Context: an optimization exercise on an open-source flow, tuned for small area. The choices shown serve that exercise and are no tape-out recipe.
No functional check of the RTL was part of any run shown here.
Power figures rest on the tool's default switching activity, not on a simulated workload.

==> flow/design.v, too long to show whole: its modules and the start of the top module <==
// module conv: 722 lines
module conv(clk_i, rst, Rm, Rn, max_index, done);
  // ...
==> flow/run.sh <==
#!/bin/bash
# synth_recipe.tcl (not shown) runs the flow's synth.tcl, then flattens the netlist and writes it again
# the make line also repeats each setting of config.mk as NAME=value (left out here)
make -C /OpenROAD-flow-scripts/flow DESIGN_CONFIG=/design/flow/config.mk WORK_HOME=/design/flow/orfs CLKGATE_MAP_FILE= SYNTH_SCRIPT=/design/flow/synth_recipe.tcl finish
==> flow/config.mk <==
export PLATFORM = sky130hd
export DESIGN_NAME = conv
export DESIGN_NICKNAME = conv
export VERILOG_FILES = /design/flow/design.v
export SDC_FILE = /design/flow/constraint.sdc
export NUM_CORES = 4
export LEC_CHECK = 0
export CAP_MARGIN = 30
export CORE_MARGIN = 2
export CORE_UTILIZATION = 65
export CTS_BUF_LIST = sky130_fd_sc_hd__clkbuf_4
export SLEW_MARGIN = 20
==> flow/constraint.sdc <==
create_clock -name core_clock -period 12.0 [get_ports {clk_i}]
set_input_delay 2.4000 -clock core_clock [delete_from_list [all_inputs] [get_ports {clk_i}]]
set_output_delay 2.4000 -clock core_clock [all_outputs]
set_load 0.01 [all_outputs]
==> results.txt, run 1 <==
Area of the die - 118000 sq um
WL met3 - 14600 microns
Number of global-route vias before repair - 51000
Row count - 124
FF-to-FF path depth - 36
Max reg flops - 640
Cell Count, Final, Fillers Out - 8498
Pre-CTS setup slack - 1.15 ns
Fraction of area in multi-input gates - 0.397
Ys async rst share - 0
Worst VDD drop - 0.000447 V
GR Util met3 - 0.0684
Nets@finish - 7272
Area of the multi-input gates - 33000 sq um
Placed cells - 7725
Total wire length - 186000 microns
Via count - 50100
Clk power - 4.75 mW
Dominant cell type by area after synthesis - dfxtp_1
Top power group - registers
Run status - timing/DRC/antenna clean
Delay-heaviest family, CP - adder cells
CORE AREA - 115000 sq um
Post-synthesis cell count - 6368
Power share of the combinational group - 0.359
Die Wd - 344 microns
First-pass GRT wire length - 289000 microns
Top achievable clock speed - 101 MHz
Worst skew pair latency - 1.30 ns
Clk pwr share - 0.214
Final hold violation count - 0
Dominant kind of cell - flip-flops and latches
Slowest CP cell - mux2_2
Clk root buf - clkbuf_4
Final ANT Viol Nets - 0
CTS Buf Count - 440
==> run 2, diff against run 1 <==
--- a/flow/design.v
+++ b/flow/design.v
@@ -121,43 +121,41 @@
     reg [3:0] kcnt;              
     wire      grp = IN && kcnt == 4'd8 && !fin;
     always @(posedge clk_i) begin
         if (rst)
             kcnt <= 4'd0;
         else if (IN)
             kcnt <= (kcnt == 4'd8) ? 4'd0 : kcnt + 4'd1;
     end
-    reg [71:0] sr;               
-    reg [80:0] pb;               
-    integer k;
+    reg [80:0] A;                
+    reg        par;
+    reg        first;            
+    integer r, cc;
     always @(posedge clk_i) begin
-        if (IN) sr <= {sr[62:0], Rm[8:0]};
-    end
-    always @(posedge clk_i) begin
-        if (grp) begin
-            pb[80:72] <= Rm[8:0];
-            for (k = 0; k < 8; k = k + 1) pb[9*k +: 9] <= sr[9*(7-k) +: 9];
-        end else begin
-            for (k = 0; k < 9; k = k + 1) pb[9*k +: 9] <= pb[9*k +: 9] >> 1;
-        end
+        if (IN)
+            for (r = 0; r < 9; r = r + 1)
+                for (cc = 0; cc < 9; cc = cc + 1)
+                    if (par) A[9*r+cc] <= (r == 8) ? Rm[cc] : A[9*(r+1)+cc];
+                    else     A[9*r+cc] <= (cc == 8) ? Rm[r] : A[9*r+cc+1];
     end
     wire [8:0] win;              
     genvar gk, gf;
     generate
         for (gk = 0; gk < 9; gk = gk + 1) begin : g_win
-            assign win[gk] = pb[9*gk];
+            assign win[gk] = par ? A[gk] : A[9*gk];
         end
     endgenerate
-    reg [3:0] c1;                
+    wire trig = grp && !first;
     always @(posedge clk_i) begin
-        if (rst) c1 <= 4'd0;
-        else if (grp) c1 <= 4'd1;
-        else if (c1 == 4'd9) c1 <= 4'd0;
-        else if (c1 != 4'd0) c1 <= c1 + 4'd1;
+        if (rst) begin
+            par <= 1'b0; first <= 1'b1;
+        end else if (grp) begin
+            par <= ~par; first <= 1'b0;
+        end
     end
     wire [17:0] mxv1;            
     wire [35:0] s1;              
     wire t0_1, t0_2; assign {t0_2, t0_1} = (w1[0] & win[0]) + (w1[8] & win[1]) + (w1[16] & win[2]);
     wire t0_3, t0_4; assign {t0_4, t0_3} = (w1[24] & win[3]) + (w1[32] & win[4]) + (w1[40] & win[5]);
     wire t0_5, t0_6; assign {t0_6, t0_5} = (w1[48] & win[6]) + (w1[56] & win[7]) + (w1[64] & win[8]);
     wire t0_7, t0_8; assign {t0_8, t0_7} = (w1[1] & win[0]) + (w1[9] & win[1]) + (w1[17] & win[2]);
     wire t0_9, t0_10; assign {t0_10, t0_9} = (w1[25] & win[3]) + (w1[33] & win[4]) + (w1[41] & win[5]);
@@ -357,35 +355,37 @@
     wire t2_125, t2_126; assign {t2_126, t2_125} = t2_104 + t2_105 + t2_124;
     wire t2_127, t2_128; assign {t2_128, t2_127} = t2_113 + t2_126;
     wire t2_129, t2_130; assign {t2_130, t2_129} = t2_115 + t2_128;
     wire t2_131, t2_132; assign {t2_132, t2_131} = t2_117 + t2_130;
     wire t2_133, t2_134; assign {t2_134, t2_133} = t2_118 + t2_112 + t2_132;
     assign s1[35:24] = {(1'b1 ^ t2_134), t2_133, t2_131, t2_129, t2_127, t2_125, t2_123, t2_121, t2_119, t2_97, t2_81, t2_49};
     generate
         for (gf = 0; gf < 3; gf = gf + 1) begin : g_c1
-            reg signed [5:0]  mx;
+            reg signed [5:0]  mx, mxc;
             wire signed [5:0] v = s1[12*gf+6 +: 6];
+            wire signed [5:0] mn = (kcnt == 4'd0 || v > mx) ? v : mx;
             always @(posedge clk_i) begin
-                if (c1 != 4'd0 && (c1 == 4'd1 || v > mx)) mx <= v;
+                if (IN) mx <= mn;
+                if (trig) mxc <= mn;
             end
-            assign mxv1[6*gf +: 6] = mx;
+            assign mxv1[6*gf +: 6] = mxc;
         end
     endgenerate
     reg [4:0] c2;                
     reg [1:0] b;
     reg [2:0] rho;
     reg [1:0] rm3;               
     reg [1:0] blk;
     reg       zf;                
     always @(posedge clk_i) begin
         if (rst) begin
             c2 <= 5'd0; b <= 2'd0; rho <= 3'd0; rm3 <= 2'd0; blk <= 2'd0; fin <= 1'b0;
         end else begin
-            if (c1 == 4'd9) c2 <= 5'd1;
+            if (trig) c2 <= 5'd1;
             else if (c2 == 5'd17) c2 <= 5'd0;
             else if (c2 != 5'd0) c2 <= c2 + 5'd1;
             if (c2 == 5'd17) begin
                 if (b == 2'd2) begin
                     b <= 2'd0;
                     rm3 <= (rm3 == 2'd2) ? 2'd0 : rm3 + 2'd1;
                     if (rho == 3'd5) begin
                         rho <= 3'd0;
@@ -409,17 +409,17 @@
             4'd4: begin ch = 2'd1; a = 2'd1; end
             4'd5: begin ch = 2'd1; a = 2'd2; end
             4'd6: begin ch = 2'd2; a = 2'd0; end
             4'd7: begin ch = 2'd2; a = 2'd1; end
             default: begin ch = 2'd2; a = 2'd2; end
         endcase
     end
     always @(posedge clk_i) begin
-        if (c1 == 4'd9) zf <= 1'b1;
+        if (trig) zf <= 1'b1;
         else if (mac && a == 2'd0) zf <= 1'b0;
     end
     wire signed [5:0] pin = (ch == 2'd0) ? mxv1[5:0] : (ch == 2'd1) ? mxv1[11:6] : mxv1[17:12];
     wire [15:0] wh = (b == 2'd0) ? h2[0] : (b == 2'd1) ? h2[1] : h2[2];
     wire signed [7:0] w2a = wh[7:0];
     wire signed [7:0] w2b = wh[15:8];
     reg signed [16:0] ps0a, ps0b, ps1a, ps1b, ps2a, ps2b;
     wire [1:0] dm  = mac ? a : 2'd2;
==> flow/config.mk (replaced) <==
export PLATFORM = sky130hd
export DESIGN_NAME = conv
export DESIGN_NICKNAME = conv
export VERILOG_FILES = /design/flow/design.v
export SDC_FILE = /design/flow/constraint.sdc
export NUM_CORES = 4
export LEC_CHECK = 0
export CAP_MARGIN = 30
export CORE_MARGIN = 2
export CORE_UTILIZATION = 65
export CTS_CLUSTER_DIAMETER = 100
export CTS_CLUSTER_SIZE = 26
export SLEW_MARGIN = 20
==> results.txt, run 2 <==
Run status - timing/DRC/antenna clean (unchanged)
Clock tree sinks - 1704 (was 1760)
Main synth FF type - dfxtp_1 (unchanged)
Mean post-synth cell area - 11.5 sq um (was 11.8 sq um)
Layout area overhead - 6.34% (was 10.6%)
Final setup viols - 0 (unchanged)
Slew @ Worst Pin - 1.06 ns (was 1.31 ns)
Final ANT Viol Nets - 0 (unchanged)
Cell area after synthesis - 75300 sq um (was 75100 sq um)
Max-cap violations - 0 (unchanged)
Worst skew pair latency - 0.72 ns (was 1.30 ns)
Number of global-route vias before repair - 47500 (was 51000)
Final hold violation count - 0 (unchanged)
Reg-to-Reg End - ps1a[16] (was ps2b[16])
Max Slew Vio Count - 0 (unchanged)
Area of the die - 119000 sq um (was 118000 sq um)
Number of fill cells - 8380 (was 8296)
Pre-Repair DR Iteration Count - 6 (was 10)
Yosys reg bits - 1704 (was 1760)
Top flop regs - r3 (640), g_r2.r (432), w1 (216) (unchanged)
Hold Path Stages - 0 (unchanged)
DRC Markers - 0 (unchanged)
Clk buf depth - 3 (was 4)
CP arrival - 10.54 ns (was 10.87 ns)
R2R Setup Slk - 2.28 ns (was 2.11 ns)
Via count - 48400 (was 50100)
Post-CTS setup buffer count - 0 (unchanged)
Register area share after synthesis - 0.514 (was 0.526)
Most frequent cells in the layout - dfxtp_1, mux2i_1, nor2_1 (was dfxtp_1, mux2i_1, clkbuf_4)
Largest reg by FF count - r3 (unchanged)
Req. time, crit path - 12.60 ns (was 12.98 ns)
Total wire length - 181000 microns (was 186000 microns)
Synth top area share - 0.332 (was 0.355)
Top achievable clock speed - 101 MHz (about the same)
Cell leakage power - 31.2 nW (was 33.3 nW)
Most frequent cell after synthesis - dfxtp_1 (unchanged)
I/O pin cnt - 39 (unchanged)
Setup TNS - 0 ns (unchanged)
Post-CTS Resized - 0 (unchanged)
Reg-to-reg startpoint - c2[1] (unchanged)
Die Wd - 344 microns (about the same)
Hold buffer count at CTS - 0 (unchanged)
Cell variety after synth - 108 (was 85)
Most common cell after layout, fill and taps aside - dfxtp_1 (unchanged)
Critical path origin - Rn[2] (was c2[1])
Setup Crit Path Kind - in -> reg (was reg -> reg)
Initial antenna violation count - 7 (was 9)
Clock transition at path regs - 0.10 ns (was 0.08 ns)
YS warnings - 1 (unchanged)
Hold crit path type - reg -> reg (unchanged)
CP max FO - 25 (was 30)
Post-layout util - 0.698 (was 0.725)
CTS Buf Count - 76 (was 440)
RSZ-0062 raised after global routing - no (unchanged)
Ys async rst share - 0 (unchanged)
Power per cell area - 234 nW/um^2 (was 268 nW/um^2)
Crit share post-route - 0.828 (was 0.825)
CP max stage delay - 0.95 ns (was 0.64 ns)
DP HPWL - 117000 microns (about the same)
First-pass GRT wire length - 280000 microns (was 289000 microns)
CP Capture Point - g_r2[0].r[86] (was ps2b[16])
Fin worst setup slack - 2.06 ns (was 2.11 ns)
Final Critical Period - 9.94 ns (was 9.89 ns)
Remaining global-route overflow - 0 (unchanged)
Max reg flops - 640 (unchanged)
All-Layer GR Usage - 0.308 (was 0.319)
1st-iter DRT viols - 4681 (was 4846)
Pre-CTS setup slack - 1.59 ns (was 1.15 ns)
Post-synthesis cell count - 6542 (was 6368)
Dominant cell type by area after synthesis - dfxtp_1 (unchanged)
CTS tree - built (unchanged)
Port Buf Inserts - 30 (unchanged)
Area occupied by registers - 38700 sq um (was 39500 sq um)
Nets@finish - 7057 (was 7272)
Final total power - 18.8 mW (was 22.2 mW)
Synth top area cells - dfxtp_1, edfxtp_1, fa_1, mux2i_1, a221oi_1 (was dfxtp_1, edfxtp_1, fa_1, mux2i_1, ha_1)
Largest net degree at the start of global routing - 61 (was 80)
H-Tree Depth - 3 (was 5)
Synthesized net count - 7139 (was 6971)
Worst Setup End Kind - register (unchanged)
Via density - 6.05 (was 5.90)
Share of layout cells above drive strength 1 - 0.0801 (was 0.145)
Number of flops mapped to enable cells by yosys - 456 (was 429)
Clk root buf - clkbuf_16 (was clkbuf_4)
Area of the multi-input gates - 34100 sq um (was 33000 sq um)
Slowest CP cell - o2bb2a_1 (was mux2_2)
FF-to-FF path depth - 36 (unchanged)
Wire per inst - 22.6 microns (was 21.9 microns)
Rel. slew slack - 0.289 (was 0.125)
Row count - 124 (unchanged)
Vert. Die Dim - 344 microns (about the same)
Worst VDD drop - 0.000390 V (was 0.000447 V)
Initial core utilization - 0.657 (was 0.656)
Critical path startpoint category - input pin (was register)
Clock Skews - 0.0337 ns (was 0.112 ns)
GP Congestion - 0.889 (was 0.926)
Commonest cells post-synth - dfxtp_1, mux2i_1, nor2_1, inv_1, edfxtp_1 (unchanged)
CORE AREA - 115000 sq um (about the same)
==> run 2: changes by cell type after synthesis, moves of 22 or more <==
cell and delta:
o21ai_0 +64, nand2_1 +45, mux2i_1 -65, dfxtp_1 -83, a221oi_1 +72, nor2b_1 +206, a211oi_1 +27, a222oi_1 -61
nor2_1 +73, and2_1 -196, inv_1 +22, edfxtp_1 +27, a21oi_1 +29, and3_1 -22
==> run 2: kinds of logic (layout without fill, tap and decap cells) <==
family	after synthesis	in the layout	share of synthesized area
AOI/OAI and AO/OA	987	987	0.0920
buffers and inverters	803	756	0.0415
muxes	743	743	0.101
xor gates and xnor gates	113	113	0.0134
DFF	1704	1704	0.514
adders and majority gates	564	564	0.130
and+or+nand+nor	1628	1628	0.109
other	0	2	0
==> run 2: metrics by stage <==
stage | area [sq um] | hold WS, ns | std cells
floorplan | 75300 | 0.310 | 6542
global route | 80100 | 0.335 | 8007
CTS | 79900 | 0.329 | 7994
global placement | 77700 | 0.310 | 7873
finish | 80100 | 0.325 | 8009
detailed placement | 77800 | 0.312 | 7881
==> run 2: final cells by class <==
class	count	area share
Clock buffer	105	0.0251
Tap cell	1512	0.0236
Clock inverter	8	0.00181
Sequential cell	1704	0.483
Antenna cell	2	0.0000625
Timing Repair Buffer	170	0.0179
Multi-Input combinational cell	4035	0.426
Inverter	473	0.0222
==> run 2: how the worst min path moves through the flow <==
stage	start	end	slack (ns)
2_1_floorplan	q[14]	q[0]	0.31
3_3_place_gp	q[28]	q[14]	0.31
3_5_place_dp	q[61]	q[47]	0.31
4_1_cts	q[26]	q[12]	0.33
5_1_grt	q[41]	q[27]	0.33
6_report	q[15]	q[1]	0.32
==> run 2: power breakdown <==
group / switching [mW] / internal [mW]
combinational: 4.06 / 2.81
clock: 1.78 / 1.21
sequential: 0.520 / 8.39
==> run 2: layer usage <==
layer  part of all wire  up-vias  track usage  wire [microns]
met5           0.000039        -            0               7
met4              0.033        2       0.0984            5910
met3              0.079      336       0.0453           14300
met2               0.44     1845        0.471           79600
met1               0.45    23800        0.454           81100
li1                   -    22400            -               -
==> run 2: critical path: cells and delay by family <==
| family | cells | cell delay (ns) |
|---|---|---|
| buffers and inverters | 6 | 1.39 |
| AOI/OAI and AO/OA | 6 | 2.53 |
| adders and majority gates | 6 | 2.26 |
| and+or+nand+nor | 11 | 1.95 |

[port drivers added, routing unchanged]
The flow's constraints put no driver on any port. The routed layouts listed below were extracted and timed again, unchanged, in two steps. Step 1 sets driving cells, clkbuf_16 on the clock port and buf_2 on the other inputs (assumed; they add their load-dependent delay and slew). Step 2, shift: input delay + t, output delay - t, t = (earliest + latest rising clock arrival at the registers) / 2. This alone moves slack from input paths to output paths. Three values: ideal, step 1, step 2; two values: the first two.
run | shift t [ns] | setup slack, ns | worst setup path at the end | latest minus earliest clock arrival (ns)
run 1 | 1.331 | 2.106 / 2.106 / 0.864 | input to register | 0.122 / 0.122
run 2 | 0.776 | 2.059 / 2.110 / 1.334 | input to register | 0.043 / 0.044
After both steps every run listed still meets setup and hold. For run 1, which loses most, drivers alone change the setup slack by 0.000 ns; drivers and shift together by -1.242 ns.
